This is an optimization exercise on Yosys and OpenROAD, whose aim is small area, not a production implementation. Where RTL was checked, it was by simulation tests only, not by an equivalence proof against the original. No functional check of the RTL was part of run 4. Power and IR drop assume default switching activity.

**flow/config.mk**
```make
export PLATFORM = sky130hd
export DESIGN_NAME = top_bounce
export DESIGN_NICKNAME = top_bounce
export VERILOG_FILES = /design/flow/design.v
export SDC_FILE = /design/flow/constraint.sdc
export NUM_CORES = 4
export LEC_CHECK = 0
export CAP_MARGIN = 20
export CORE_MARGIN = 2
export CORE_UTILIZATION = 40
export SLEW_MARGIN = 20
```
**flow/constraint.sdc**
```tcl
create_clock -name core_clock -period 10.0 [get_ports {clk_pix}]
set_input_delay 2.0000 -clock core_clock [delete_from_list [all_inputs] [get_ports {clk_pix}]]
set_output_delay 2.0000 -clock core_clock [all_outputs]
set_load 0.01 [all_outputs]
```
**flow/design.v**
```verilog
module simple_480p (
    input  wire logic clk_pix,    
    input  wire logic rst,        
    output      logic [9:0] sx,   
    output      logic [9:0] sy,   
    output      logic hsync,      
    output      logic vsync,      
    output      logic de          
    );
    parameter HA_END = 639;            
    parameter HS_STA = HA_END + 16;    
    parameter HS_END = HS_STA + 96;    
    parameter LINE   = 799;            
    parameter VA_END = 479;            
    parameter VS_STA = VA_END + 10;    
    parameter VS_END = VS_STA + 2;     
    parameter SCREEN = 524;            
    always_comb begin
        hsync = ~(sx >= HS_STA && sx < HS_END);   
        vsync = ~(sy >= VS_STA && sy < VS_END);   
        de = (sx <= HA_END && sy <= VA_END);
    end
    always_ff @(posedge clk_pix) begin
        if (sx == LINE) begin   
            sx <= 0;
            sy <= (sy == SCREEN) ? 0 : sy + 1;   
        end else begin
            sx <= sx + 1;
        end
        if (rst) begin
            sx <= 0;
            sy <= 0;
        end
    end
endmodule
`default_nettype none
`timescale 1ns / 1ps
module top_bounce #(parameter CORDW=10) (   
    input  wire logic clk_pix,          
    input  wire logic rst,              
    input  wire logic [CORDW-1:0] init_q1x,   
    input  wire logic [CORDW-1:0] init_q1y,
    input  wire logic [CORDW-1:0] init_q2x,   
    input  wire logic [CORDW-1:0] init_q2y,
    input  wire logic [CORDW-1:0] init_q3x,   
    input  wire logic [CORDW-1:0] init_q3y,
    input  wire logic [5:0] init_dir,   
    output      logic [CORDW-1:0] sx,   
    output      logic [CORDW-1:0] sy,   
    output      logic de,               
    output      logic [7:0] sdl_r,      
    output      logic [7:0] sdl_g,      
    output      logic [7:0] sdl_b       
    );
    logic last_x, last_y;
    always_comb begin
        last_x = (sx == 799);
        last_y = (sy == 524);
        de = (sx <= 639 && sy <= 479);
    end
    always_ff @(posedge clk_pix) begin
        if (last_x) begin
            sx <= 0;
            sy <= last_y ? 10'd0 : sy + 10'd1;
        end else begin
            sx <= sx + 10'd1;
        end
        if (rst) begin
            sx <= 0;
            sy <= 0;
        end
    end
    logic [9:0] c1x, c2x, c3x, c1y, c2y, c3y;
    logic q1dx, q1dy, q2dx, q2dy, q3dx, q3dy;
    logic eval;
    always_comb eval = last_y && (sx == 0);
    logic h1x, l1x, h2x, l2x, h3x, l3x, h1y, l1y, h2y, l2y, h3y, l3y;
    always_comb begin
        h1x = (c1x >= 538); l1x = (c1x < 2);
        h2x = (c2x >= 489); l2x = (c2x == 0);
        h3x = (c3x >= 439); l3x = (c3x == 0);
        h1y = (c1y >= 379); l1y = (c1y < 3);
        h2y = (c2y >= 330); l2y = (c2y < 2);
        h3y = (c3y >= 280); l3y = (c3y < 2);
    end
    logic hold1x, hold2x, hold3x, ext1y, ext2y, ext3y;
    always_comb begin
        hold1x = last_y && (q1dx ? (sx < 798) : (sx < 2));
        hold2x = last_y && (q2dx ? (sx < 799) : (sx < 1));
        hold3x = last_y && (q3dx ? (sx < 799) : (sx < 1));
        ext1y  = last_y && (q1dy ? (sx < 2) : (sx < 523));
        ext2y  = last_y && (q2dy ? (sx < 1) : (sx < 524));
        ext3y  = last_y && (q3dy ? (sx < 1) : (sx < 524));
    end
    function automatic [9:0] decx(input [9:0] c);
        decx = (c == 0) ? 10'd799 : c - 10'd1;
    endfunction
    function automatic [9:0] decy(input [9:0] c);
        decy = (c == 0) ? 10'd524 : c - 10'd1;
    endfunction
    always_ff @(posedge clk_pix) begin
        if (!hold1x) c1x <= decx(c1x);
        if (!hold2x) c2x <= decx(c2x);
        if (!hold3x) c3x <= decx(c3x);
        if (last_x || ext1y) c1y <= decy(c1y);
        if (last_x || ext2y) c2y <= decy(c2y);
        if (last_x || ext3y) c3y <= decy(c3y);
        if (eval) begin
            q1dx <= h1x | (~l1x & q1dx);
            q2dx <= h2x | (~l2x & q2dx);
            q3dx <= h3x | (~l3x & q3dx);
            q1dy <= h1y | (~l1y & q1dy);
            q2dy <= h2y | (~l2y & q2dy);
            q3dy <= h3y | (~l3y & q3dy);
        end
        if (rst) begin
            c1x <= init_q1x;
            c1y <= {1'b0, init_q1y[8:0]};
            c2x <= {1'b0, init_q2x[8:0]};
            c2y <= {1'b0, init_q2y[8:0]};
            c3x <= {1'b0, init_q3x[8:0]};
            c3y <= {1'b0, init_q3y[8:0]};
            {q3dy, q3dx, q2dy, q2dx, q1dy, q1dx} <= init_dir;
        end
    end
    logic q1_draw, q2_draw, q3_draw;
    always_comb begin
        q1_draw = (c1x == 0 || c1x >= 701) && (c1y == 0 || c1y >= 426);
        q2_draw = (c2x == 0 || c2x >= 651) && (c2y == 0 || c2y >= 376);
        q3_draw = (c3x == 0 || c3x >= 601) && (c3y == 0 || c3y >= 326);
    end
    logic r, g, b;
    always_ff @(posedge clk_pix) begin
        r <= de && q1_draw;
        g <= de && q2_draw;
        b <= de && q3_draw;
    end
    always_comb begin
        sdl_r = {8{r}};
        sdl_g = {8{g}};
        sdl_b = {8{b}};
    end
endmodule
```
**flow/run.sh**
```bash
#!/bin/bash
# synth_recipe.tcl (not shown) runs the flow's synth.tcl, then flattens the netlist and writes it again
# the make line also repeats each setting of config.mk as NAME=value (left out here)
make -C /OpenROAD-flow-scripts/flow DESIGN_CONFIG=/design/flow/config.mk WORK_HOME=/design/flow/orfs CLKGATE_MAP_FILE= SYNTH_SCRIPT=/design/flow/synth_recipe.tcl finish
```
==> flow_metrics.tcl, run 1 <==
set metrics [dict create \
    status "no timing/DRC/antenna violations" \
    fin_nets 765 \
    critPathRequiredTime_ns 10.06 \
    met1_usage_pct 23.6 \
    cellInternalPower_w 0.000722 \
    synth_top_area_cell "edfxtp_1" \
    clock_latency_ns 0.35 \
    die_w_um 123 \
    hold_class "reg -> reg" \
    peakVddDrop_mv 0.112 \
    cts.sinks 89 \
    hpwlAfterDp_um 9540 \
    cts_tree "yes" \
    fp-row-count 43 \
    clock_path_buffers 2 \
    grt_util_met3_pct 4.69 \
    final_cell_mix "106 x clkdlybuf4s50_1, 68 x nand2_1, 61 x edfxtp_1, 54 x nor2_1, 37 x o21ai_0" \
    seq_area_frac_synth_pct 42.5 \
    ctsHoldBuffers 0 \
    antenna_found_initial 0 \
    wirelength_um 13400 \
    cts-resized-gates 0 \
    synth_cell_types 65 \
    maxCapViolCount 0 \
    r2r-end "c2y[7]$_DFFE_PP_" \
    whs_ns 0.504 \
    instances_no_fill 862 \
    drc_errors 0 \
    syn_avg_cell_area_um2 9.36 \
    setup_tns_ns 0 \
    yosys_most_used_dff "edfxtp_1" \
    routed_via_density 5.38 \
    report.final.hold_viol_count 0 \
    critPathSlowestCell "clkinv_1" \
    io_buffers 107 \
    synth_edf_count 61 \
    p_sw_share_pct 24.8 \
    grt_pass1_wl_um 21600 \
    fin_skew_ns 0.00800 \
    whs_path_depth 1 \
    finalPower_w 0.000961 \
    worstMarginPinSlew_ns 0.944 \
    grt_overflow_total 0 \
    drt_iter0_markers 257 \
    rr_worst_depth 6 \
    grt_max_degree 96 \
    worstPathCellList "buf_2 > buf_4 > clkinv_1 > o211ai_1 > buf_4" \
    critPathCapture "c1x[3]$_DFFE_PP_" \
    root_buffer "clkbuf_16" \
    worstPathArrival_ns 4.76 \
    drtPass1Iterations 4 \
    start_util_pct 40.7 \
    netlist_instances 602 \
    crit_start "rst" \
    placed_cells 845 \
    drive_gt1_share_pct 4.99 \
    p_comb_share_pct 14.3 \
    clk_pin_slew_ns 0.07 \
    die_y_um 123 \
    cpMostUsedCell "buf_4" \
    ys_ff_latch 89 \
    rsz0062_at_grt "false" \
    async_reset_ff_share_pct 0 \
    layout_commonest_cell "clkdlybuf4s50_1" \
    cp.depth 5 \
    grt_pass1_vias 4489 \
    slew_headroom_pct 36.5 \
    num_vias 4638 \
    final_util_pct 50.4 \
    synthTopCellsByArea "edfxtp_1 33%, dfxtp_1 9.9%, nand2_1 4.5%" \
    p_seq_share_pct 48.2 \
    htreeDepth 3 \
    slew_violations 0 \
    r2r-start "c2y[0]$_DFFE_PP_" \
    grt_use_met2_pct 30.1 \
    dieArea_um2 15100 \
    worst_setup_path_start_kind "input pin" \
    ff2ff_setup_slack_ns 7.44 \
    critPathKind "in -> reg" \
    max_freq_ghz 0.213 \
    syn-cell-area_um2 5630 \
    post_cts_buffers 0 \
    clockPowerShare_pct 37.5 \
    cp-end-kind "flip-flop" \
    leakagePower_nw 2.50 \
    postRouteAntennaNets 0 \
    layout_min_cycle_time_ns 4.70 \
    cp_max_fo 95 \
    core_um2 13800 \
    fillers 1279 \
    grt_usage_pct 18.2 \
    cts_made_buffers 9 \
    syn_nets 690 \
    n_antenna_cell 0 \
    io_pins 113 \
    post-route-period-util_pct 47.0 \
    synth_top_area_share_pct 32.5 \
    power_density_nw_per_um2 138 \
    worst-path-buf-inv 4 \
    area_delta_synth_final_pct 23.6 \
    routabilityCongestion 0.841 \
    power_switching_w 0.000239 \
    max_stage_delay_ns 0.98 \
    yosysWarnings 1 \
    critPathTopFamily "buffers and inverters" \
    grt_most_used_layer "met2" \
    setup_viol 0 \
    routedWlPerCell_um 15.5 \
]
==> synthesized netlist by cell type (9+ instances only) <==
library cell,count
a21oi_1,19
a22o_1,10
a2bb2oi_1,9
buf_4,27
clkbuf_1,13
dfxtp_1,28
edfxtp_1,61
ha_1,20
inv_1,26
nand2_1,68
nand2b_1,11
nand4_1,11
nor2_1,54
nor3_1,20
nor4_1,9
o21ai_0,37
o31ai_1,18
xnor2_1,26
xor2_1,24
==> through the flow <==
stage	worst slack (ns)	cell area [um2]
2_1_floorplan	6.73	5630
3_3_place_gp	4.90	6630
3_5_place_dp	4.81	6630
4_1_cts	5.19	6950
5_1_grt	5.00	6970
6_report	5.30	6970
==> how the worst min path moves through the flow <==
stage	slack [ns]	startpoint	end
finish	0.50	sx[0]$_SDFF_PP0_	sx[0]$_SDFF_PP0_
floorplan	0.49	c3y[9]$_SDFFE_PP0P_	c3y[9]$_SDFFE_PP0P_
CTS	0.50	sx[0]$_SDFF_PP0_	sx[0]$_SDFF_PP0_
detailed placement	0.49	sx[0]$_SDFF_PP0_	sx[0]$_SDFF_PP0_
global placement	0.48	sx[0]$_SDFF_PP0_	sx[0]$_SDFF_PP0_
global route	0.55	sx[0]$_SDFF_PP0_	sx[0]$_SDFF_PP0_
==> layer usage <==
metal,up-vias,wire length (um)
met5,-,0
met4,0,148
met3,9,613
met2,97,6400
met1,2199,6230
li1,2333,-
==> logic make-up after synthesis <==
logic type	count (synthesis)	synth area share (%)
and+or+nand+nor	219	19.3
AOI/OAI and AO/OA	150	18.6
DFF	89	42.5
buffers and inverters	74	7.51
xor gates and xnor gates	50	7.77
adders and majority gates	20	4.44
==> worst register-to-register path, delay by kind of cell, from the launching register on <==
family,cells,cell delay [ns]
adders and majority gates,1,0.19
buffers and inverters,1,0.12
AOI/OAI and AO/OA,1,0.24
DFF,1,0.44
and+or+nand+nor,3,1.34
==> power groups by stage <==
stage / Sequential [W] / Combinational, W / Clock [W]
6_report: 0.000463 / 0.000137 / 0.000361
5_1_grt: 0.000469 / 0.000154 / 0.000383
4_1_cts: 0.000462 / 0.000139 / 0.000370
3_5_place_dp: 0.000470 / 0.000137 / 0
3_3_place_gp: 0.000469 / 0.000135 / 0
2_1_floorplan: 0.000459 / 0.0000931 / 0
==> sequential cells by signal, indices dropped and copies added (netlist names) <==
name and cells:
q3dx 1, q2dx 1, q1dy 1, c3x 10, c2y 10, sx 10, q2dy 1, c1y 10
b 1, sy 10, c1x 10, g 1, q3dy 1, c3y 10, r 1, q1dx 1
c2x 10
==> layout make-up <==
type | instances | area (um2) | share of cell area (%)
inverters | 27 | 101 | 1.45
multi-input cells | 439 | 2830 | 40.6
flip-flops and latches | 89 | 2390 | 34.3
well taps | 180 | 225 | 3.23
repair buffers | 111 | 1100 | 15.7
clock buffers | 16 | 325 | 4.67
==> inputs of run 2 (changes only) <==
--- a/flow/design.v
+++ b/flow/design.v
@@ -61,8 +61,4 @@
     always_ff @(posedge clk_pix) begin
-        if (last_x) begin
-            sx <= 0;
-            sy <= last_y ? 10'd0 : sy + 10'd1;
-        end else begin
-            sx <= sx + 10'd1;
-        end
+        sx <= last_x ? 10'd0 : sx + 10'd1;
+        sy <= (last_x && last_y) ? 10'd0 : sy + {9'd0, last_x};
         if (rst) begin
@@ -94,15 +90,20 @@
     end
-    function automatic [9:0] decx(input [9:0] c);
-        decx = (c == 0) ? 10'd799 : c - 10'd1;
+    function automatic [9:0] decx(input [9:0] c, input en);
+        decx = c - {9'd0, en};
+        if (en && c == 0) decx[7:5] = 3'b000;    
     endfunction
-    function automatic [9:0] decy(input [9:0] c);
-        decy = (c == 0) ? 10'd524 : c - 10'd1;
+    function automatic [9:0] decy(input [9:0] c, input en);
+        decy = c - {9'd0, en};
+        if (en && c == 0) begin                  
+            decy[8:4] = 5'b00000;
+            decy[1:0] = 2'b00;
+        end
     endfunction
     always_ff @(posedge clk_pix) begin
-        if (!hold1x) c1x <= decx(c1x);
-        if (!hold2x) c2x <= decx(c2x);
-        if (!hold3x) c3x <= decx(c3x);
-        if (last_x || ext1y) c1y <= decy(c1y);
-        if (last_x || ext2y) c2y <= decy(c2y);
-        if (last_x || ext3y) c3y <= decy(c3y);
+        c1x <= decx(c1x, !hold1x);
+        c2x <= decx(c2x, !hold2x);
+        c3x <= decx(c3x, !hold3x);
+        c1y <= decy(c1y, last_x || ext1y);
+        c2y <= decy(c2y, last_x || ext2y);
+        c3y <= decy(c3y, last_x || ext3y);
         if (eval) begin
--- a/flow/config.mk
+++ b/flow/config.mk
@@ -10,2 +10,3 @@
 export CORE_UTILIZATION = 40
+export CTS_BUF_LIST = sky130_fd_sc_hd__clkbuf_8
 export SLEW_MARGIN = 20
==> run 2 against run 1 <==
Highest routed layer unchanged. Synthesized cell count down 1.3%. Final cell count is 2.1% lower. Setup slack better by 0.78 ns. Clock-buffer cell count is 5 lower. Clock skew rose by 0.0018 ns. Flip-flop and latch count did not move. Final area decreased by 11%. Sequential power decreased by 7.3%. Via count down 8.4%. Critical path type is now reg -> out. First-iteration DRC count fell by 37%. Sequential share of layout area down 4.7 points.
==> flow_metrics.tcl, run 2 <==
set metrics [dict create \
    synth_top_area_share_pct 33.1 \
    drtPass1Iterations 4 \
    start_util_pct 41.4 \
    grt_usage_pct 16.6 \
    worstPathCellList "o21ai_0 > nand3b_1 > inv_1 > clkdlybuf4s50_1" \
    cts_made_buffers 9 \
    ys_top_cells_by_count "83 x dfxtp_1, 73 x nor2_1, 59 x nand2_1" \
    routedWlPerCell_um 12.8 \
    critPathRequiredTime_ns 8.00 \
    yosys.area_share.simple_pct 22.0 \
    ys_ff_latch 89 \
    synth_edf_count 6 \
    max_freq_ghz 0.256 \
    async_reset_ff_share_pct 0 \
    post-route-period-util_pct 39.1 \
    die_y_um 116 \
    cts-resized-gates 0 \
    yosysWarnings 1 \
    clk_pin_slew_ns 0.07 \
    synth_top_area_cell "dfxtp_1" \
    synth_cell_types 64 \
    hpwlAfterDp_um 8090 \
    rsz0062_at_grt "false" \
    report.final.hold_viol_count 0 \
    n_antenna_cell 0 \
    synthMuxAreaShare_pct 4.01 \
    syn_nets 679 \
    final_area_um2 6220 \
    yosys_most_used_dff "dfxtp_1" \
    root_buffer "clkbuf_8" \
    routabilityCongestion 0.817 \
    seq_area_frac_synth_pct 36.7 \
    syn-cell-area_um2 5020 \
    power_density_nw_per_um2 128 \
    ctsHoldBuffers 0 \
    cp-end-kind "output pin" \
    die_w_um 116 \
    drc_errors 0 \
    grt_pass1_vias 3907 \
    worst_setup_path_start_kind "flip-flop" \
    leakagePower_nw 2.39 \
    slew_violations 0 \
    drt_iter0_markers 163 \
    netlist_instances 594 \
    routed_via_density 5.04 \
    critPathKind "reg -> out" \
    io_pins 113 \
    fin_skew_ns 0.00982 \
    synth_compound_gate_area_share_pct 15.1 \
    fin_nets 757 \
    yosysMostFrequentCell "dfxtp_1" \
    placed_area_um2 6050 \
    clock_path_buffers 2 \
    grt_pass1_wl_um 17900 \
    peakVddDrop_mv 0.0688 \
    htreeDepth 3 \
    fp-row-count 40 \
    setup_tns_ns 0 \
    worstMarginPinSlew_ns 0.896 \
    critPathSlowestCell "clkdlybuf4s50_1" \
    maxCapViolCount 0 \
    final_cell_mix "106 x clkdlybuf4s50_1, 83 x dfxtp_1, 73 x nor2_1, 59 x nand2_1, 39 x xnor2_1" \
    io_buffers 107 \
    core_um2 12100 \
    num_vias 4250 \
    syn_avg_cell_area_um2 8.45 \
    synth_top_family_by_area "simple AND/OR/NAND/NOR gates" \
    hold_class "reg -> reg" \
    cp_max_fo 8 \
    layout_min_cycle_time_ns 3.91 \
    synth_xor_xnor_area_share_pct 10.8 \
    status "no timing/DRC/antenna violations" \
    area_delta_synth_final_pct 23.9 \
    setup_viol 0 \
    clock_latency_ns 0.37 \
    grt_overflow_total 0 \
    post_cts_buffers 0 \
    worstPathArrival_ns 1.91 \
    dieArea_um2 13500 \
    slew_headroom_pct 40.3 \
    max_stage_delay_ns 0.55 \
    synthTopCellsByArea "dfxtp_1 33%, xnor2_1 6.8%, nor2_1 5.5%" \
    cts.sinks 89 \
    drive_gt1_share_pct 5.33 \
    synth-adder-area-share_pct 4.24 \
    postRouteAntennaNets 0 \
    wirelength_um 10800 \
    final_util_pct 51.3 \
    antenna_found_initial 0 \
    grt_max_degree 87 \
    cts_tree "yes" \
    layout_commonest_cell "clkdlybuf4s50_1" \
]
[run 2: layout make-up]
type | count | area, um2
clock buffers | 11 | 151
clock inverters | 4 | 16.3
fillers | 1183 | 5890
inverters | 27 | 101
multi-input cells | 437 | 2820
flip-flops and latches | 89 | 1840
well taps | 168 | 210
repair buffers | 108 | 1080
[run 2: critical path: cells and delay by family (launching register included)]
kind / cells / cell delay (ns)
AND/OR/NAND/NOR: 1 / 0.25
flip-flops: 1 / 0.39
buffers and inverters: 2 / 0.72
AO/OA/AOI/OAI: 1 / 0.19
[run 2: final timing paths]
kind                                  startpoint                to  slack [ns]  cells after the start
worst max-delay path            sx[8]$_SDFF_PP0_                de        6.09                      4
worst min-delay path            sy[9]$_SDFF_PP0_  sy[9]$_SDFF_PP0_        0.52                      2
worst min register to register  sy[9]$_SDFF_PP0_  sy[9]$_SDFF_PP0_        0.52                      2
worst max register to register  sx[1]$_SDFF_PP0_    c2y[6]$_DFF_P_        6.84                     11
[run 2: metal layers]
layer	part of all wire (%)	GRT usage, %	up-vias
met5	0	0	-
met4	1.9	7.22	0
met3	4.9	2.62	11
met2	45	26.9	101
met1	49	21.8	1939
li1	-	-	2199
[run 2: stage by stage]
step / hold WS (ns) / power, W / std cells / worst slack [ns]
after floorplan: 0.481 / 0.000529 / 594 / 6.78
after global routing: 0.576 / 0.000840 / 844 / 5.98
after global placement: 0.507 / 0.000579 / 829 / 6.28
final: 0.522 / 0.000794 / 844 / 6.09
after CTS: 0.525 / 0.000805 / 844 / 6.07
after detailed placement: 0.513 / 0.000582 / 829 / 6.26
[run 2: where the power goes]
part           total (W)  leakage, nW  internal, W  switching [W]
combinational   0.000143         1.54    0.0000801      0.0000631
clock           0.000222       0.0990    0.0000996       0.000122
sequential      0.000429        0.747     0.000390      0.0000396
[run 2: cells by family (layout without fill, tap and decap cells)]
logic type	after synthesis	count (layout)
AND/OR/NAND/NOR	226	226
AO/OA/AOI/OAI	112	112
buffers and inverters	68	150
adder cells (fa/ha/maj)	17	17
XOR/XNOR	62	62
multiplexers	20	20
flip-flops	89	89
==> inputs of run 3 (changes only) <==
--- a/flow/config.mk
+++ b/flow/config.mk
@@ -10,3 +10,2 @@
 export CORE_UTILIZATION = 40
-export CTS_BUF_LIST = sky130_fd_sc_hd__clkbuf_8
 export SLEW_MARGIN = 20
==> run 3 against run 2 <==
Critical path depth stayed put. Clock power is 41% higher. Via count is 0.16% lower. Final cell count stayed put. Critical path type unchanged.
==> flow_metrics.tcl, run 3 <==
set metrics [dict create \
    routed_via_density 5.03 \
    max_freq_ghz 0.258 \
    drc_errors 0 \
    n_antenna_cell 0 \
    fp-row-count 40 \
    drtPass1Iterations 4 \
    cp-end-kind "output pin" \
    syn_avg_cell_area_um2 8.45 \
    synth_top_area_share_pct 33.1 \
    drive_gt1_share_pct 5.33 \
    worst-path-buf-inv 2 \
    cts_tree "yes" \
    wirelength_um 10800 \
    routabilityCongestion 0.817 \
    grt_pass1_wl_um 17900 \
    area_delta_synth_final_pct 25.9 \
    fin_skew_ns 0.0114 \
    p_seq_share_pct 48.5 \
    status "no timing/DRC/antenna violations" \
    syn-cell-area_um2 5020 \
    seq_area_frac_synth_pct 36.7 \
    htreeDepth 3 \
    layout_min_cycle_time_ns 3.88 \
    post-route-period-util_pct 38.8 \
    syn_nets 679 \
    leakagePower_nw 2.42 \
    synth_top_area_cell "dfxtp_1" \
    grt_usage_pct 16.7 \
    critPathTopFamily "buffers and inverters" \
    layout_commonest_cell "clkdlybuf4s50_1" \
    io_buffers 107 \
    io_pins 113 \
    clockPowerShare_pct 35.3 \
    hold_class "reg -> reg" \
    core_um2 12100 \
    worst_setup_path_start_kind "flip-flop" \
    synth_edf_count 6 \
    async_reset_ff_share_pct 0 \
    power_density_nw_per_um2 140 \
    fillers 1168 \
    root_buffer "clkbuf_16" \
    num_vias 4243 \
    die_w_um 116 \
    power_switching_w 0.000236 \
    clk_pin_slew_ns 0.06 \
    worstPathCellList "o21ai_0 > nand3b_1 > inv_1 > clkdlybuf4s50_1" \
    synth_cell_types 64 \
    slew_violations 0 \
    grt_overflow_total 0 \
    final_util_pct 52.2 \
    report.final.hold_viol_count 0 \
    antenna_found_initial 0 \
    post_cts_buffers 0 \
    cts_made_buffers 9 \
    ys_ff_latch 89 \
    ys_top_cells_by_count "83 x dfxtp_1, 73 x nor2_1, 59 x nand2_1" \
    final_cell_mix "106 x clkdlybuf4s50_1, 83 x dfxtp_1, 73 x nor2_1, 59 x nand2_1, 39 x xnor2_1" \
    grt_max_degree 87 \
    setup_viol 0 \
    postRouteAntennaNets 0 \
    critPathSlowestCell "clkdlybuf4s50_1" \
    clock_latency_ns 0.35 \
    synthTopCellsByArea "dfxtp_1 33%, xnor2_1 6.8%, nor2_1 5.5%" \
    clock_path_buffers 2 \
    rsz0062_at_grt "false" \
    setup_tns_ns 0 \
    yosysMostFrequentCell "dfxtp_1" \
    slew_headroom_pct 40.4 \
    netlist_instances 594 \
    p_comb_share_pct 16.2 \
    hpwlAfterDp_um 8090 \
    critPathRequiredTime_ns 8.00 \
    start_util_pct 41.4 \
    p_sw_share_pct 26.6 \
    max_stage_delay_ns 0.55 \
    dieArea_um2 13500 \
    grt_pass1_vias 3918 \
    fin_nets 757 \
    maxCapViolCount 0 \
    routedWlPerCell_um 12.8 \
    critPathKind "reg -> out" \
    die_y_um 116 \
    ctsHoldBuffers 0 \
    cts-resized-gates 0 \
    worstMarginPinSlew_ns 0.894 \
    cellInternalPower_w 0.000651 \
    drt_iter0_markers 148 \
    cts.sinks 89 \
    yosys_most_used_dff "dfxtp_1" \
    yosysWarnings 1 \
    cp_max_fo 8 \
    worstPathArrival_ns 1.88 \
    peakVddDrop_mv 0.0749 \
]
==> run 3: area by class of cell <==
cell class | count | area, um2 | share of cell area [%]
clock buffer | 14 | 264 | 4.18
multi-input combinational | 437 | 2820 | 44.6
sequential | 89 | 1840 | 29.1
timing repair buffer | 108 | 1080 | 17.0
inverter | 27 | 101 | 1.60
tap | 168 | 210 | 3.33
clock inverter | 1 | 5.00 | 0.0792
==> run 3: logic make-up after synthesis <==
group           Yosys count  share of synthesized area (%)
compound gates          112                           15.1
xor+xnor                 62                           10.8
fa+ha+maj                17                           4.24
buf+inv                  68                           7.13
flops                    89                           36.7
mux                      20                           4.01
simple gates            226                           22.0
==> run 3: power groups by stage <==
| stage | Sequential, W | Clock [W] | Combinational [W] |
|---|---|---|---|
| 2_1_floorplan | 0.000427 | 0 | 0.000102 |
| 3_3_place_gp | 0.000437 | 0 | 0.000142 |
| 3_5_place_dp | 0.000437 | 0 | 0.000144 |
| 4_1_cts | 0.000430 | 0.000321 | 0.000145 |
| 5_1_grt | 0.000436 | 0.000335 | 0.000162 |
| 6_report | 0.000430 | 0.000313 | 0.000143 |
==> run 3: path summary, 6_finish.rpt <==
path	start	end	slack [ns]	depth (start not counted)
hold reg to reg	sy[9]$_SDFF_PP0_	sy[9]$_SDFF_PP0_	0.52	2
setup reg to reg	sx[1]$_SDFF_PP0_	c2y[6]$_DFF_P_	6.86	11
hold / removal	sy[9]$_SDFF_PP0_	sy[9]$_SDFF_PP0_	0.52	2
setup / recovery	sx[8]$_SDFF_PP0_	de	6.12	4
==> run 3: through the flow <==
step	instance area [um2]	total power, W	hold slack (ns)	instances	worst slack, ns
3_3_place_gp	6050	0.000579	0.507	829	6.28
4_1_cts	6320	0.000896	0.523	844	6.11
3_5_place_dp	6050	0.000582	0.513	829	6.26
6_report	6320	0.000887	0.519	844	6.12
2_1_floorplan	5020	0.000529	0.481	594	6.78
5_1_grt	6320	0.000933	0.569	844	6.02
==> run 3: layer usage <==
| layer | track usage, % | routed length (um) | vias up |
|---|---|---|---|
| met2 | 27.0 | 4760 | 105 |
| met3 | 2.77 | 525 | 11 |
| met5 | 0 | 0 | - |
| li1 | - | - | 2202 |
| met1 | 21.9 | 5310 | 1925 |
| met4 | 7.46 | 196 | 0 |
==> run 3: worst register-to-register path, delay by kind of cell (launching register included) <==
kind                       cells  cell delay, ns
adders and majority gates      2            0.51
buffers and inverters          1            0.12
DFF                            1            0.51
AOI/OAI and AO/OA              1            0.08
and+or+nand+nor                6            1.63
xor gates and xnor gates       1            0.17
==> inputs of run 4 (changes only) <==
--- a/flow/design.v
+++ b/flow/design.v
@@ -56,5 +56,5 @@
     always_comb begin
-        last_x = (sx == 799);
-        last_y = (sy == 524);
-        de = (sx <= 639 && sy <= 479);
+        last_x = sx[9] & sx[8] & (&sx[4:0]);               
+        last_y = sy[9] & sy[3] & sy[2];                    
+        de = ~(sx[9] & (sx[8] | sx[7])) & ~(sy[9] | (&sy[8:5]));
     end
@@ -72,10 +72,21 @@
     always_comb eval = last_y && (sx == 0);
+    logic z1x, z2x, z3x, z1y, z2y, z3y;
+    always_comb begin
+        z1x = (c1x == 0); z2x = (c2x == 0); z3x = (c3x == 0);
+        z1y = (c1y == 0); z2y = (c2y == 0); z3y = (c3y == 0);
+    end
     logic h1x, l1x, h2x, l2x, h3x, l3x, h1y, l1y, h2y, l2y, h3y, l3y;
     always_comb begin
-        h1x = (c1x >= 538); l1x = (c1x < 2);
-        h2x = (c2x >= 489); l2x = (c2x == 0);
-        h3x = (c3x >= 439); l3x = (c3x == 0);
-        h1y = (c1y >= 379); l1y = (c1y < 3);
-        h2y = (c2y >= 330); l2y = (c2y < 2);
-        h3y = (c3y >= 280); l3y = (c3y < 2);
+        h1x = c1x[9] & c1x[4] & c1x[3] & (c1x[2] | c1x[1]);           
+        l1x = ~|c1x[9:1];                                              
+        h2x = (&c2x[8:5]) & c2x[3] & (c2x[1] | c2x[0]);                
+        l2x = z2x;                                                     
+        h3x = c3x[8] & c3x[7] & c3x[5] & c3x[4] & (c3x[3] | (&c3x[2:0]));  
+        l3x = z3x;                                                     
+        h1y = c1y[8] & c1y[6] & c1y[5] & c1y[4] & c1y[3] & (c1y[2] | (c1y[1] & c1y[0]));  
+        l1y = ~|c1y[8:2] & ~(c1y[1] & c1y[0]);                         
+        h2y = c2y[8] & c2y[6] & c2y[3] & c2y[1];                       
+        l2y = ~|c2y[8:1];                                              
+        h3y = c3y[8] & c3y[4] & c3y[3];                                
+        l3y = ~|c3y[8:1];                                              
     end
@@ -128,5 +139,5 @@
     always_comb begin
-        q1_draw = (c1x == 0 || c1x >= 701) && (c1y == 0 || c1y >= 426);
-        q2_draw = (c2x == 0 || c2x >= 651) && (c2y == 0 || c2y >= 376);
-        q3_draw = (c3x == 0 || c3x >= 601) && (c3y == 0 || c3y >= 326);
+        q1_draw = (z1x || c1x >= 701) && (z1y || c1y >= 426);
+        q2_draw = (z2x || c2x >= 651) && (z2y || c2y >= 376);
+        q3_draw = (z3x || c3x >= 601) && (z3y || c3y >= 326);
     end
==> flow/flow/run.sh (new file) <==
#!/bin/bash
set -euo pipefail
W=$PWD
export FLOW_WORK=$W
bash standard.sh \
  SYNTH_SCRIPT=$W/flow/synth_area.tcl \
  MY_ABC_SCRIPT=$W/flow/area.abc \
  FLOW_WORK=$W \
  ADDER_MAP_FILE= \
  "BUFFER_PORTS_ARGS=-buffer_cell sky130_fd_sc_hd__buf_1" \
  finish > $W/standard.log 2>&1
==> flow/flow/area.abc (new file) <==
strash
dc2
balance
rewrite
refactor
balance
rewrite
rewrite -z
balance
refactor -z
rewrite -z
balance
strash
dc2
balance
rewrite
refactor
balance
rewrite
rewrite -z
balance
refactor -z
rewrite -z
balance
&get -n
&st
&synch2
&nf -R 1000
&put
==> flow/flow/synth_area.tcl (new file) <==
proc abc {args} {
  set i [lsearch $args -script]
  if {$i >= 0 && [info exists ::env(MY_ABC_SCRIPT)]} {
    lset args [expr {$i + 1}] $::env(MY_ABC_SCRIPT)
  }
  yosys abc {*}$args
}
source $::env(FLOW_WORK)/synth_recipe.tcl
==> flow/standard.sh (new file) <==
#!/bin/bash
# synth_recipe.tcl (not shown) runs the flow's synth.tcl, then flattens the netlist and writes it again
# the make line also repeats each setting of config.mk as NAME=value (left out here)
make -C /OpenROAD-flow-scripts/flow DESIGN_CONFIG=/design/flow/config.mk WORK_HOME=/design/flow/orfs CLKGATE_MAP_FILE= SYNTH_SCRIPT=/design/flow/synth_recipe.tcl "${@:-finish}"
--- a/flow/config.mk
+++ b/flow/config.mk
@@ -10,2 +10,3 @@
 export CORE_UTILIZATION = 40
+export CTS_BUF_LIST = sky130_fd_sc_hd__clkbuf_8
 export SLEW_MARGIN = 20
removed: flow/run.sh
==> run 4 against run 3 <==
Combinational power fell by 35%. Sequential share of layout area rose by 8.0 points. Still clean on timing, DRC and antenna. Global-route usage grew 0.81 points. Largest power group unchanged.
==> flow_metrics.tcl, run 4 <==
set metrics [dict create \
    cts_made_buffers 9 \
    cts.sinks 89 \
    dieArea_um2 11600 \
    io_pins 113 \
    postRouteAntennaNets 0 \
    setup_tns_ns 0 \
    power_switching_w 0.000206 \
    r2r-end "c1y[6]$_DFF_P_" \
    critPathRequiredTime_ns 8.00 \
    synth_top_area_share_pct 38.7 \
    p_seq_share_pct 50.2 \
    max_freq_ghz 0.256 \
    grt_pass1_wl_um 16100 \
    async_reset_ff_share_pct 0 \
    die_w_um 108 \
    syn-cell-area_um2 4300 \
    hpwlAfterDp_um 7040 \
    start_util_pct 41.4 \
    ys_top_cells_by_count "83 x dfxtp_1, 73 x nand2_1, 71 x o21ai_0" \
    cp_max_fo 6 \
    ctsHoldBuffers 0 \
    hold_class "reg -> reg" \
    num_vias 3830 \
    worstMarginPinSlew_ns 0.846 \
    leakagePower_nw 1.77 \
    status "no timing/DRC/antenna violations" \
    yosysMostFrequentCell "dfxtp_1" \
    slew_headroom_pct 43.6 \
    clock_path_buffers 2 \
    met1_usage_pct 22.6 \
    cts-resized-gates 0 \
    grt_max_degree 97 \
    netlist_instances 520 \
    layout_min_cycle_time_ns 3.91 \
    worstHoldStart "c3x[8]$_DFF_P_" \
    final_util_pct 47.9 \
    drive_gt1_share_pct 2.75 \
    rsz0062_at_grt "false" \
    power_density_nw_per_um2 168 \
    cts_tree "yes" \
    worstPathCellList "or2_0 > a211oi_1 > buf_1" \
    grt_use_met2_pct 27.7 \
    grt_util_met3_pct 5.33 \
    grt_pass1_vias 3482 \
    post-route-period-util_pct 39.1 \
    io_buffers 107 \
    drc_errors 0 \
    clockPowerShare_pct 38.6 \
    report.final.hold_viol_count 0 \
    core_um2 10400 \
    antenna_found_initial 0 \
    n_antenna_cell 0 \
    grt_overflow_total 0 \
    synth_cell_types 38 \
    area_delta_synth_final_pct 15.5 \
    slew_violations 0 \
    seq_area_frac_synth_pct 42.9 \
    hold_end "c3x[8]$_DFF_P_" \
    critPathKind "reg -> out" \
    grt_most_used_layer "met2" \
    fp-row-count 37 \
    critPathSlowestCell "a211oi_1" \
    grt_usage_pct 17.5 \
    routedWlPerCell_um 13.0 \
    max_stage_delay_ns 0.67 \
    ff2ff_setup_slack_ns 6.80 \
    synth_top_area_cell "dfxtp_1" \
    final_cell_mix "106 x buf_1, 83 x dfxtp_1, 73 x nand2_1, 70 x o21ai_0, 47 x nor2_1" \
    yosysWarnings 1 \
    rr_worst_depth 10 \
    htreeDepth 3 \
    drt_iter0_markers 152 \
    whs_path_depth 2 \
    fin_skew_ns 0.00892 \
    ys_ff_latch 89 \
    cellInternalPower_w 0.000629 \
    peakVddDrop_mv 0.0813 \
    syn_avg_cell_area_um2 8.27 \
    wirelength_um 9830 \
    synthTopCellsByArea "dfxtp_1 39%, o21ai_0 8.3%, nand2_1 6.4%" \
    syn_nets 588 \
    setup_viol 0 \
    cp-end-kind "output pin" \
    layout_commonest_cell "buf_1" \
    fin_nets 683 \
    p_sw_share_pct 24.7 \
    synth_edf_count 6 \
    worstPathArrival_ns 1.91 \
    finalPower_w 0.000835 \
    whs_ns 0.514 \
    die_y_um 108 \
    p_comb_share_pct 11.2 \
    maxCapViolCount 0 \
    clock_latency_ns 0.36 \
    routabilityCongestion 0.850 \
    routed_via_density 5.07 \
    worst_setup_path_start_kind "flip-flop" \
    root_buffer "clkbuf_8" \
    clk_pin_slew_ns 0.09 \
    post_cts_buffers 0 \
    yosys_most_used_dff "dfxtp_1" \
    drtPass1Iterations 5 \
    r2r-start "sx[8]$_SDFF_PP0_" \
]
## run 4: changes by cell type after synthesis, moves of 12 or more
cell	previous run	this run
nor3_1	12	24
inv_1	26	0
mux2i_1	19	0
nor2_1	73	47
xnor2_1	39	26
o21ai_0	36	71
ha_1	17	0
nand3_1	17	4
nand2_1	59	73
## run 4: worst max-delay path by stage
| stage | startpoint | to | slack, ns | cells past startpoint |
|---|---|---|---|---|
| 2_1_floorplan | sx[8]$_SDFF_PP0_ | de | 6.87 | 2 |
| 3_3_place_gp | sx[8]$_SDFF_PP0_ | de | 6.43 | 3 |
| 3_5_place_dp | sx[8]$_SDFF_PP0_ | de | 6.44 | 3 |
| 4_1_cts | sx[8]$_SDFF_PP0_ | de | 6.02 | 3 |
| 5_1_grt | sx[8]$_SDFF_PP0_ | de | 5.94 | 3 |
| 6_report | sx[8]$_SDFF_PP0_ | de | 6.09 | 3 |
## run 4: metrics by stage
stage | setup WS, ns | cell area (um2) | std cells
4_1_cts | 6.02 | 4960 | 755
2_1_floorplan | 6.87 | 4300 | 520
3_3_place_gp | 6.43 | 4700 | 740
3_5_place_dp | 6.44 | 4700 | 740
6_report | 6.09 | 4960 | 755
5_1_grt | 5.94 | 4960 | 755
## run 4: power by group through the flow
stage	logic [W]	clock network, W	registers [W]
after CTS	0.0000947	0.000332	0.000419
after global routing	0.000108	0.000347	0.000425
after global placement	0.0000919	0	0.000426
after floorplan	0.0000666	0	0.000420
final	0.0000934	0.000323	0.000419
after detailed placement	0.0000936	0	0.000427
## run 4: cell type report
cell class | instances | area (um2)
Timing Repair Buffer | 108 | 410
Sequential cell | 89 | 1840
Fill cell | 1095 | 5410
Inverter | 5 | 18.8
Clock inverter | 5 | 128
Tap cell | 136 | 170
Clock buffer | 10 | 138
Multi-Input combinational cell | 402 | 2260
## run 4: critical path: cells and delay by family, from the launching register on
family                 cells  cell delay (ns)
AO/OA/AOI/OAI              1             0.67
AND/OR/NAND/NOR            1             0.28
buffers and inverters      1             0.22
flip-flops                 1             0.37
## run 4: cell families (layout without fill, tap and decap cells)
group | after synthesis | after routing | synth area share [%]
AOI/OAI and AO/OA | 144 | 144 | 19.6
xor gates and xnor gates | 45 | 45 | 9.17
buffers and inverters | 29 | 128 | 4.63
DFF | 89 | 89 | 42.9
and+or+nand+nor | 213 | 213 | 23.8
## run 4: routing by layer
| layer | share of wire, % | vias up |
|---|---|---|
| met2 | 46 | 85 |
| met4 | 1.5 | 0 |
| met5 | 0 | - |
| li1 | - | 2013 |
| met3 | 5.6 | 12 |
| met1 | 47 | 1720 |
==> inputs of run 5 (changes only) <==
--- a/flow/design.v
+++ b/flow/design.v
@@ -54,3 +54,3 @@
     );
-    logic last_x, last_y;
+    logic last_x, last_y, act_x, act_y;
     always_comb begin
@@ -58,3 +58,5 @@
         last_y = sy[9] & sy[3] & sy[2];                    
-        de = ~(sx[9] & (sx[8] | sx[7])) & ~(sy[9] | (&sy[8:5]));
+        act_x = ~(sx[9] & (sx[8] | sx[7]));                
+        act_y = ~(sy[9] | (&sy[8:5]));                     
+        de = act_x & act_y;
     end
@@ -68,3 +70,4 @@
     end
-    logic [9:0] c1x, c2x, c3x, c1y, c2y, c3y;
+    logic [9:0] c1x, c2x, c3x;
+    logic [8:0] c1y, c2y, c3y;
     logic q1dx, q1dy, q2dx, q2dy, q3dx, q3dy;
@@ -85,8 +88,8 @@
         l3x = z3x;                                                     
-        h1y = c1y[8] & c1y[6] & c1y[5] & c1y[4] & c1y[3] & (c1y[2] | (c1y[1] & c1y[0]));  
-        l1y = ~|c1y[8:2] & ~(c1y[1] & c1y[0]);                         
-        h2y = c2y[8] & c2y[6] & c2y[3] & c2y[1];                       
-        l2y = ~|c2y[8:1];                                              
-        h3y = c3y[8] & c3y[4] & c3y[3];                                
-        l3y = ~|c3y[8:1];                                              
+        h1y = c1y[8] & c1y[6] & c1y[5] & c1y[4] & c1y[3] & (c1y[2] | c1y[1]);  
+        l1y = ~|c1y[8:1];                                              
+        h2y = c2y[8] & c2y[6] & c2y[3] & (c2y[1] | c2y[0]);            
+        l2y = z2y;                                                     
+        h3y = c3y[8] & c3y[4] & (c3y[3] | (&c3y[2:0]));                
+        l3y = z3y;                                                     
     end
@@ -97,5 +100,5 @@
         hold3x = last_y && (q3dx ? (sx < 799) : (sx < 1));
-        ext1y  = last_y && (q1dy ? (sx < 2) : (sx < 523));
-        ext2y  = last_y && (q2dy ? (sx < 1) : (sx < 524));
-        ext3y  = last_y && (q3dy ? (sx < 1) : (sx < 524));
+        ext1y  = last_y && (q1dy ? (sx < 2) : (sx < 478));
+        ext2y  = last_y && (q2dy ? (sx < 1) : (sx < 479));
+        ext3y  = last_y && (q3dy ? (sx < 1) : (sx < 479));
     end
@@ -105,9 +108,8 @@
     endfunction
-    function automatic [9:0] decy(input [9:0] c, input en);
-        decy = c - {9'd0, en};
-        if (en && c == 0) begin                  
-            decy[8:4] = 5'b00000;
-            decy[1:0] = 2'b00;
-        end
+    function automatic [8:0] decy(input [8:0] c, input en);
+        decy = c - {8'd0, en};
+        if (en && c == 0) decy[5] = 1'b0;        
     endfunction
+    logic stepy;
+    always_comb stepy = last_x & act_y;
     always_ff @(posedge clk_pix) begin
@@ -116,20 +118,18 @@
         c3x <= decx(c3x, !hold3x);
-        c1y <= decy(c1y, last_x || ext1y);
-        c2y <= decy(c2y, last_x || ext2y);
-        c3y <= decy(c3y, last_x || ext3y);
-        if (eval) begin
-            q1dx <= h1x | (~l1x & q1dx);
-            q2dx <= h2x | (~l2x & q2dx);
-            q3dx <= h3x | (~l3x & q3dx);
-            q1dy <= h1y | (~l1y & q1dy);
-            q2dy <= h2y | (~l2y & q2dy);
-            q3dy <= h3y | (~l3y & q3dy);
-        end
+        c1y <= decy(c1y, stepy || ext1y);
+        c2y <= decy(c2y, stepy || ext2y);
+        c3y <= decy(c3y, stepy || ext3y);
+        q1dx <= (eval & h1x) | (q1dx & ~(eval & l1x));
+        q2dx <= (eval & h2x) | (q2dx & ~(eval & l2x));
+        q3dx <= (eval & h3x) | (q3dx & ~(eval & l3x));
+        q1dy <= (eval & h1y) | (q1dy & ~(eval & l1y));
+        q2dy <= (eval & h2y) | (q2dy & ~(eval & l2y));
+        q3dy <= (eval & h3y) | (q3dy & ~(eval & l3y));
         if (rst) begin
             c1x <= init_q1x;
-            c1y <= {1'b0, init_q1y[8:0]};
+            c1y <= init_q1y[8:0];
             c2x <= {1'b0, init_q2x[8:0]};
-            c2y <= {1'b0, init_q2y[8:0]};
+            c2y <= init_q2y[8:0];
             c3x <= {1'b0, init_q3x[8:0]};
-            c3y <= {1'b0, init_q3y[8:0]};
+            c3y <= init_q3y[8:0];
             {q3dy, q3dx, q2dy, q2dx, q1dy, q1dx} <= init_dir;
@@ -139,5 +139,5 @@
     always_comb begin
-        q1_draw = (z1x || c1x >= 701) && (z1y || c1y >= 426);
-        q2_draw = (z2x || c2x >= 651) && (z2y || c2y >= 376);
-        q3_draw = (z3x || c3x >= 601) && (z3y || c3y >= 326);
+        q1_draw = (z1x || c1x >= 701) && (z1y || c1y >= 381);
+        q2_draw = (z2x || c2x >= 651) && (z2y || c2y >= 331);
+        q3_draw = (z3x || c3x >= 601) && (z3y || c3y >= 281);
     end
--- a/flow/config.mk
+++ b/flow/config.mk
@@ -11,2 +11,4 @@
 export CTS_BUF_LIST = sky130_fd_sc_hd__clkbuf_8
+export CTS_CLUSTER_DIAMETER = 100
+export CTS_CLUSTER_SIZE = 30
 export SLEW_MARGIN = 20
==> run 5 against run 4 <==
Still clean on timing, DRC and antenna. Sequential power shrank 3%. Final area shrank 4.6%. Combinational power shrank 3.4%. Critical path depth grew 2. Wire length shrank 8.1%. Register-to-register slack lost 0.12 ns. Clock-buffer cell count grew 1. Synthesized area shrank 4.1%. Clock skew grew 0.0040 ns. Utilization shrank 1.4 points. Final cell count shrank 1.1%. Critical endpoint unchanged.
==> flow_metrics.tcl, run 5 <==
set metrics [dict create \
    status "no timing/DRC/antenna violations" \
    worst_setup_path_start_kind "flip-flop" \
    root_buffer "clkbuf_8" \
    async_reset_ff_share_pct 0 \
    netlist_instances 511 \
    final_cell_mix "106 x buf_1, 86 x dfxtp_1, 78 x nand2_1, 71 x o21ai_0, 50 x nor2_1" \
    cts_tree "yes" \
    cts-resized-gates 0 \
    hpwlAfterDp_um 6700 \
    final_area_um2 4740 \
    drtPass1Iterations 5 \
    layout_commonest_cell "buf_1" \
    yosysWarnings 1 \
    drc_errors 0 \
    fin_skew_ns 0.0129 \
    die_w_um 106 \
    cp_max_fo 4 \
    io_pins 113 \
    die_y_um 106 \
    dieArea_um2 11100 \
    postRouteAntennaNets 0 \
    synthTopCellsByArea "dfxtp_1 42%, o21ai_0 8.6%, nand2_1 7.1%" \
    routabilityCongestion 0.838 \
    dr_wl_met3_um 351 \
    grt_pass1_vias 3369 \
    fp-row-count 37 \
    routedWlPerCell_um 12.1 \
    leakagePower_nw 1.68 \
    ctsHoldBuffers 0 \
    fin_nets 674 \
    grt_pass1_wl_um 15400 \
    syn-cell-area_um2 4120 \
    placed_cells 731 \
    worstPathArrival_ns 1.52 \
    num_vias 3684 \
    post_cts_buffers 0 \
    setup_tns_ns 0 \
    area_delta_synth_final_pct 14.9 \
    io_buffers 107 \
    n_antenna_cell 0 \
    grt_max_degree 66 \
    worstPathCellList "and4_1 > nor2_1 > nand2_1 > clkinv_1 > buf_1" \
    instances_no_fill 747 \
    worstMarginPinSlew_ns 0.719 \
    ys_top_cells_by_count "86 x dfxtp_1, 78 x nand2_1, 71 x o21ai_0" \
    max_stage_delay_ns 0.33 \
    slew_headroom_pct 51.8 \
    drt_iter0_markers 182 \
    report.final.hold_viol_count 0 \
    power_density_nw_per_um2 158 \
    post-route-period-util_pct 35.2 \
    ys_ff_latch 86 \
    routed_via_density 4.93 \
    clock_latency_ns 0.35 \
    slew_violations 0 \
    rsz0062_at_grt "false" \
    critPathRequiredTime_ns 8.00 \
    m1WireLength_um 4550 \
    synth_top_area_cell "dfxtp_1" \
    setup_viol 0 \
    yosys_most_used_dff "dfxtp_1" \
    layout_min_cycle_time_ns 3.52 \
    cp-end-kind "output pin" \
    syn_avg_cell_area_um2 8.07 \
    htreeDepth 3 \
    cts_made_buffers 9 \
    hold_class "reg -> reg" \
    wirelength_um 9030 \
    final_util_pct 46.5 \
    core_um2 10200 \
    clk_pin_slew_ns 0.07 \
    syn_nets 579 \
    maxCapViolCount 0 \
    peakVddDrop_mv 0.0858 \
    synth_cell_types 37 \
    critPathKind "reg -> out" \
    dr_wl_met2_um 3980 \
    grt_usage_pct 16.8 \
    clock_path_buffers 2 \
    start_util_pct 40.5 \
    antenna_found_initial 0 \
    synth_edf_count 0 \
    synth_top_area_share_pct 41.8 \
    grt_overflow_total 0 \
    seq_area_frac_synth_pct 41.8 \
    drive_gt1_share_pct 2.78 \
    yosysMostFrequentCell "dfxtp_1" \
    critPathSlowestCell "dfxtp_1" \
    maxUsedRoutingLayer "met4" \
    placed_area_um2 4530 \
    max_freq_ghz 0.284 \
    cts.sinks 86 \
]
## run 5: cell count changes in the layout (fill, tap and decap cells not counted), moves of 6 or more
cell / previous run / this run
or4_1: 8 / 0
a211oi_1: 1 / 7
or3_1: 12 / 4
a21oi_1: 31 / 20
nand3_1: 4 / 10
edfxtp_1: 6 / 0
## run 5: worst max-delay path: cells and delay by family, from the launching register on
family	cells	cell delay (ns)
simple gates	3	0.63
flops	1	0.33
buf+inv	2	0.21
## run 5: worst paths after layout
path                         start          endpoint  slack (ns)  depth (start not counted)
hold reg to reg   sy[6]$_SDFF_PP0_  sy[6]$_SDFF_PP0_        0.52                          2
setup / recovery  sy[6]$_SDFF_PP0_                de        6.48                          5
hold / removal    sy[6]$_SDFF_PP0_  sy[6]$_SDFF_PP0_        0.52                          2
setup reg to reg  sx[0]$_SDFF_PP0_    c2y[8]$_DFF_P_        6.68                         12
## run 5: report_power, final
part	internal (W)	leakage [nW]	switching, W
Clock	0.000129	0.107	0.000123
Sequential	0.000371	0.716	0.0000337
Combinational	0.0000447	0.860	0.0000455
## run 5: cell families after synthesis
kind of cell | count (synthesis) | share of synthesized area, %
AOI/OAI and AO/OA | 136 | 19.3
xor gates and xnor gates | 44 | 9.35
buffers and inverters | 28 | 4.73
DFF | 86 | 41.8
muxes | 5 | 1.37
and+or+nand+nor | 212 | 23.5
## run 5: area by class of cell
class / instances / area, um2
Fill cell: 1057 / 5450
Multi-Input combinational cell: 397 / 2210
Sequential cell: 86 / 1720
Timing Repair Buffer: 108 / 413
Tap cell: 136 / 170
Clock buffer: 11 / 151
Clock inverter: 5 / 58.8
Inverter: 4 / 15.0
## run 5: routing by layer
metal / track usage, % / vias up
met5: 0 / -
li1: - / 1976
met2: 26.8 / 70
met4: 6.11 / 0
met3: 3.28 / 11
met1: 22.6 / 1627
## run 5: per-stage QoR
step           total power [W]  worst slack [ns]  hold WS [ns]
5_1_grt               0.000790              6.21         0.566
2_1_floorplan         0.000471              7.11         0.481
3_5_place_dp          0.000503              6.24         0.509
3_3_place_gp          0.000500              6.26         0.504
6_report              0.000747              6.48         0.521
4_1_cts               0.000757              6.45         0.522
==> inputs of run 6 (changes only) <==
--- a/flow/config.mk
+++ b/flow/config.mk
@@ -11,4 +11,2 @@
 export CTS_BUF_LIST = sky130_fd_sc_hd__clkbuf_8
-export CTS_CLUSTER_DIAMETER = 100
-export CTS_CLUSTER_SIZE = 30
 export SLEW_MARGIN = 20
==> run 6 against run 5 <==
Synthesized area stayed put. Clock skew stayed put. Total power stayed put. Combinational power hardly changed. Highest routed layer unchanged.
==> flow_metrics.tcl, run 6 <==
set metrics [dict create \
    r2r-end "c2y[8]$_DFF_P_" \
    ys_top_cells_by_count "86 x dfxtp_1, 78 x nand2_1, 71 x o21ai_0" \
    ctsHoldBuffers 0 \
    routedWlPerCell_um 12.1 \
    htreeDepth 3 \
    cts-resized-gates 0 \
    post-route-period-util_pct 35.2 \
    setup_viol 0 \
    dieArea_um2 11100 \
    cp_max_fo 4 \
    yosysWarnings 1 \
    postRouteAntennaNets 0 \
    critPathSlowestCell "dfxtp_1" \
    drive_gt1_share_pct 2.78 \
    fin_skew_ns 0.0129 \
    drc_errors 0 \
    maxUsedRoutingLayer "met4" \
    io_buffers 107 \
    worstHoldStart "sy[6]$_SDFF_PP0_" \
    cts_made_buffers 9 \
    critPathTopFamily "simple AND/OR/NAND/NOR gates" \
    final_area_um2 4740 \
    clock_path_buffers 2 \
    hold_end "sy[6]$_SDFF_PP0_" \
    slew_violations 0 \
    antenna_found_initial 0 \
    synth_xor_xnor_area_share_pct 9.35 \
    max_stage_delay_ns 0.33 \
    synth_top_family_by_area "simple AND/OR/NAND/NOR gates" \
    yosys_most_used_dff "dfxtp_1" \
    worst-path-buf-inv 2 \
    worst_setup_path_start_kind "flip-flop" \
    synth_edf_count 0 \
    clk_pin_slew_ns 0.07 \
    power_density_nw_per_um2 158 \
    grt_usage_pct 16.8 \
    synth-adder-area-share_pct 0 \
    critPathKind "reg -> out" \
    placed_area_um2 4530 \
    yosysMostFrequentCell "dfxtp_1" \
    synth_compound_gate_area_share_pct 19.3 \
    wirelength_um 9030 \
    synth_top_area_share_pct 41.8 \
    layout_min_cycle_time_ns 3.52 \
    dr_wl_met3_um 351 \
    grt_max_degree 66 \
    syn-cell-area_um2 4120 \
    dr_wl_met2_um 3980 \
    status "no timing/DRC/antenna violations" \
    grt_overflow_total 0 \
    fp-row-count 37 \
    m1WireLength_um 4550 \
    drtPass1Iterations 5 \
    root_buffer "clkbuf_8" \
    rr_worst_depth 12 \
    drt_iter0_markers 182 \
    layout_commonest_cell "buf_1" \
    num_vias 3684 \
    slew_headroom_pct 51.8 \
    ys_ff_latch 86 \
    maxCapViolCount 0 \
    core_um2 10200 \
    clock_latency_ns 0.35 \
    cts.sinks 86 \
    start_util_pct 40.5 \
    ff2ff_setup_slack_ns 6.68 \
    routed_via_density 4.93 \
    cts_tree "yes" \
    peakVddDrop_mv 0.0858 \
    async_reset_ff_share_pct 0 \
    leakagePower_nw 1.68 \
    r2r-start "sx[0]$_SDFF_PP0_" \
    worstMarginPinSlew_ns 0.719 \
    whs_path_depth 2 \
    synthTopCellsByArea "dfxtp_1 42%, o21ai_0 8.6%, nand2_1 7.1%" \
    die_y_um 106 \
    max_freq_ghz 0.284 \
    hold_class "reg -> reg" \
    seq_area_frac_synth_pct 41.8 \
    rsz0062_at_grt "false" \
    setup_tns_ns 0 \
    n_antenna_cell 0 \
    synth_cell_types 37 \
    report.final.hold_viol_count 0 \
    synthMuxAreaShare_pct 1.37 \
    post_cts_buffers 0 \
    syn_avg_cell_area_um2 8.07 \
    final_cell_mix "106 x buf_1, 86 x dfxtp_1, 78 x nand2_1, 71 x o21ai_0, 50 x nor2_1" \
    routabilityCongestion 0.838 \
    die_w_um 106 \
    syn_nets 579 \
    worstPathCellList "and4_1 > nor2_1 > nand2_1 > clkinv_1 > buf_1" \
    critPathRequiredTime_ns 8.00 \
    synth_top_area_cell "dfxtp_1" \
    netlist_instances 511 \
    grt_pass1_vias 3369 \
    worstPathArrival_ns 1.52 \
    yosys.area_share.simple_pct 23.5 \
    hpwlAfterDp_um 6700 \
    fin_nets 674 \
    io_pins 113 \
    grt_pass1_wl_um 15400 \
    area_delta_synth_final_pct 14.9 \
    cp-end-kind "output pin" \
]
==> run 6: cell counts after synthesis <==
Identical to the previous run, type by type.
==> run 6: how the worst max path moves through the flow <==
stage                      from               end  slack [ns]  cells past startpoint
2_1_floorplan  sy[7]$_SDFF_PP0_                de        7.11                      4
3_5_place_dp                rst  sy[7]$_SDFF_PP0_        6.24                      5
5_1_grt        sx[0]$_SDFF_PP0_    c2y[8]$_DFF_P_        6.21                     12
4_1_cts        sy[6]$_SDFF_PP0_                de        6.45                      5
6_report       sy[6]$_SDFF_PP0_                de        6.48                      5
3_3_place_gp                rst  sy[7]$_SDFF_PP0_        6.26                      5
==> run 6: per-stage QoR <==
step / util [%] / std cells / worst slack, ns / hold WS [ns] / power, W
after floorplan: - / 511 / 7.11 / 0.481 / 0.000471
after global placement: 44.4 / 731 / 6.26 / 0.504 / 0.000500
after detailed placement: 44.4 / 731 / 6.24 / 0.509 / 0.000503
after CTS: 46.5 / 747 / 6.45 / 0.522 / 0.000757
after global routing: 46.5 / 747 / 6.21 / 0.566 / 0.000790
final: 46.5 / 747 / 6.48 / 0.521 / 0.000747
==> run 6: cell families (layout without fill, tap and decap cells) <==
logic type | after synthesis | in the layout
multiplexers | 5 | 5
buffers and inverters | 28 | 128
flip-flops | 86 | 86
XOR/XNOR | 44 | 44
AO/OA/AOI/OAI | 136 | 136
AND/OR/NAND/NOR | 212 | 212
==> run 6: per-layer routing <==
metal | vias up | track usage [%]
met2 | 70 | 26.8
li1 | 1976 | -
met3 | 11 | 3.28
met4 | 0 | 6.11
met1 | 1627 | 22.6
met5 | - | 0
==> run 6: final cells by class <==
type / count / area (um2)
clock buffer: 11 / 151
clock inverter: 5 / 58.8
fill: 1057 / 5450
inverter: 4 / 15.0
multi-input combinational: 397 / 2210
sequential: 86 / 1720
tap: 136 / 170
timing repair buffer: 108 / 413
==> run 6: power by group <==
| group | internal (W) | leakage (nW) | switching, W |
|---|---|---|---|
| logic | 0.0000447 | 0.860 | 0.0000455 |
| clock network | 0.000129 | 0.107 | 0.000123 |
| registers | 0.000371 | 0.716 | 0.0000337 |
| total | 0.000545 | 1.68 | 0.000202 |
==> run 6: worst min-delay path, stage by stage (launching register included) <==
cell and delay, ns:
dfxtp_1 0.33, nor2_1 0.10, nor3_1 0.05
==> inputs of run 7 (changes only) <==
--- a/flow/flow/run.sh
+++ b/flow/flow/run.sh
@@ -1,2 +1,7 @@
 #!/bin/bash
+# Standard ORFS layout (standard.sh) with three changes:
+#  - synthesis: the reference script, but abc maps with an area script
+#    (flow/area.abc) and Yosys's adder cell mapping is skipped;
+#  - every port still gets its own buffer, but the smallest one (buf_1);
+#  - clock tree: CTS with larger sink clusters and no dummy loads.
 set -euo pipefail
@@ -10,2 +15,3 @@
   "BUFFER_PORTS_ARGS=-buffer_cell sky130_fd_sc_hd__buf_1" \
+  "CTS_ARGS=-sink_clustering_enable -repair_clock_nets -dont_use_dummy_load -buf_list sky130_fd_sc_hd__clkbuf_16 -sink_clustering_size 50 -sink_clustering_max_diameter 150" \
   finish > $W/standard.log 2>&1
==> run 7 against run 6 <==
Sequential power about the same. Final cell count down 0.94%. Clock-buffer cell count down 2. Maximum frequency up 0.89%. Via count about the same. Flip-flop and latch count unchanged. Combinational power about the same. Hold slack worse by 0.0041 ns. Utilization up 0.15 points. Synthesized cell count unchanged. Global-route usage about the same.
==> flow_metrics.tcl, run 7 <==
set metrics [dict create \
    antenna_found_initial 0 \
    placed_area_um2 4530 \
    fin_skew_ns 0.0176 \
    layout_commonest_cell "buf_1" \
    syn-cell-area_um2 4120 \
    worstPathArrival_ns 1.49 \
    instances_no_fill 740 \
    wirelength_um 9010 \
    post-route-period-util_pct 34.9 \
    routed_via_density 4.98 \
    seq_area_frac_synth_pct 41.8 \
    peakVddDrop_mv 0.0733 \
    status "no timing/DRC/antenna violations" \
    clock_latency_ns 0.33 \
    syn_avg_cell_area_um2 8.07 \
    netlist_instances 511 \
    slew_violations 0 \
    die_w_um 106 \
    htreeDepth 3 \
    synthTopCellsByArea "dfxtp_1 42%, o21ai_0 8.6%, nand2_1 7.1%" \
    post_cts_buffers 0 \
    worstMarginPinSlew_ns 0.712 \
    die_y_um 106 \
    slew_headroom_pct 52.3 \
    postRouteAntennaNets 0 \
    n_antenna_cell 0 \
    critPathKind "reg -> out" \
    io_buffers 107 \
    final_area_um2 4750 \
    routabilityCongestion 0.838 \
    core_um2 10200 \
    drive_gt1_share_pct 1.82 \
    synth_top_area_cell "dfxtp_1" \
    grt_usage_pct 16.8 \
    setup_tns_ns 0 \
    syn_nets 579 \
    ys_ff_latch 86 \
    async_reset_ff_share_pct 0 \
    rsz0062_at_grt "false" \
    num_vias 3686 \
    grt_pass1_wl_um 15400 \
    ctsHoldBuffers 0 \
    cp_max_fo 4 \
    cts_tree "yes" \
    area_delta_synth_final_pct 15.2 \
    maxCapViolCount 0 \
    yosysMostFrequentCell "dfxtp_1" \
    hold_class "reg -> reg" \
    hpwlAfterDp_um 6700 \
    max_freq_ghz 0.286 \
    leakagePower_nw 1.69 \
    synth_cell_types 37 \
    critPathRequiredTime_ns 8.00 \
    ys_top_cells_by_count "86 x dfxtp_1, 78 x nand2_1, 71 x o21ai_0" \
    drc_errors 0 \
    yosys_most_used_dff "dfxtp_1" \
    placed_cells 731 \
    whs_path_depth 2 \
    drt_iter0_markers 177 \
    fin_nets 674 \
    layout_min_cycle_time_ns 3.49 \
    report.final.hold_viol_count 0 \
    final_cell_mix "106 x buf_1, 86 x dfxtp_1, 78 x nand2_1, 71 x o21ai_0, 50 x nor2_1" \
    root_buffer "clkbuf_16" \
    drtPass1Iterations 4 \
    setup_viol 0 \
    fp-row-count 37 \
    clk_pin_slew_ns 0.05 \
    yosysWarnings 1 \
    start_util_pct 40.5 \
    whs_ns 0.517 \
    synth_edf_count 0 \
    dieArea_um2 11100 \
    io_pins 113 \
    grt_overflow_total 0 \
    routedWlPerCell_um 12.2 \
    synth_top_area_share_pct 41.8 \
    grt_pass1_vias 3371 \
    cts_made_buffers 9 \
    cp-end-kind "output pin" \
    worst_setup_path_start_kind "flip-flop" \
    grt_max_degree 66 \
    finalPower_w 0.000770 \
    cts-resized-gates 0 \
    clock_path_buffers 2 \
    cts.sinks 86 \
    rr_worst_depth 12 \
    power_density_nw_per_um2 162 \
]
-- run 7: cell types whose count changed in the layout (fill, tap and decap cells not counted), sizes merged --
cell      change
bufinv        -1
clkbuf        -2
inv           -1
clkinvlp      -1
clkinv        -2
-- run 7: report_power, final --
part           total [W]  switching (W)  internal [W]
clock network   0.000274       0.000116      0.000158
registers       0.000406      0.0000338      0.000372
logic          0.0000901      0.0000454     0.0000446
total           0.000770       0.000195      0.000575
-- run 7: logic make-up (layout without fill, tap and decap cells) --
group                  Yosys count  after routing  synth area share [%]
AND/OR/NAND/NOR                212            212                  23.5
flip-flops                      86             86                  41.8
multiplexers                     5              5                  1.37
buffers and inverters           28            121                  4.73
AO/OA/AOI/OAI                  136            136                  19.3
XOR/XNOR                        44             44                  9.35
-- run 7: through the flow --
stage | setup WS (ns) | util (%)
CTS | 6.49 | 46.6
global route | 6.22 | 46.6
floorplan | 7.11 | -
global placement | 6.26 | 44.4
detailed placement | 6.24 | 44.4
finish | 6.51 | 46.6
-- run 7: layout make-up --
cell class	count	area, um2
Fill cell	1047	5430
Timing Repair Buffer	108	413
Multi-Input combinational cell	397	2210
Tap cell	136	170
Inverter	4	15.0
Clock buffer	9	225
Sequential cell	86	1720
-- run 7: worst paths after layout --
path | from | end | slack, ns
worst max-delay path | sy[6]$_SDFF_PP0_ | de | 6.51
worst min-delay path | sy[6]$_SDFF_PP0_ | sy[6]$_SDFF_PP0_ | 0.52
worst min register to register | sy[6]$_SDFF_PP0_ | sy[6]$_SDFF_PP0_ | 0.52
worst max register to register | sx[0]$_SDFF_PP0_ | c2y[8]$_DFF_P_ | 6.69
-- run 7: worst max-delay path: stages, from the launching register on --
cell and delay, ns:
dfxtp_1 0.32, and4_1 0.21, nor2_1 0.21, nand2_1 0.22
clkinv_1 0.07, buf_1 0.14
-- run 7: per-layer routing --
metal	share of wire (%)	track usage (%)	up-vias	wire, um
li1	-	-	1975	-
met1	51	22.7	1627	4560
met2	44	26.8	73	3960
met3	3.8	3.46	11	346
met4	1.6	5.83	0	148
met5	0	0	-	0

==> afterwards: timing with drivers on the ports <==
No port has a modelled driver above. Below, the same layouts with a new extraction and two added sets of constraints.
Step 1 assumes that a clkbuf_16 drives the clock port and a buf_2 every other input.
Step 2 also shifts input and output timing later by t, the mid clock arrival at the registers, as if the neighbouring blocks saw the same clock.
Slacks: ideal / step 1 / step 2; pairs: ideal / step 1.
run | shift t [ns] | setup WS [ns] | latest minus earliest clock arrival (ns) | worst slew at a driven data input, ns
run 1 | 0.384 | 5.302 / 5.320 / 4.936 | 0.008 / 0.008 | 0.04
run 2 | 0.404 | 6.086 / 6.051 / 6.233 | 0.010 / 0.010 | 0.04
run 3 | 0.384 | 6.123 / 6.083 / 6.235 | 0.012 / 0.012 | 0.04
run 4 | 0.393 | 6.092 / 6.059 / 6.452 | 0.009 / 0.010 | 0.04
run 5 | 0.374 | 6.475 / 6.443 / 6.267 | 0.013 / 0.014 | 0.05
run 6 | 0.374 | 6.475 / 6.443 / 6.267 | 0.013 / 0.014 | 0.05
run 7 | 0.355 | 6.506 / 6.470 / 6.257 | 0.017 / 0.018 | 0.05
After both steps setup and hold are still met in every run listed. For run 1, which loses most, drivers alone change the setup slack by +0.018 ns; drivers and shift together by -0.366 ns.
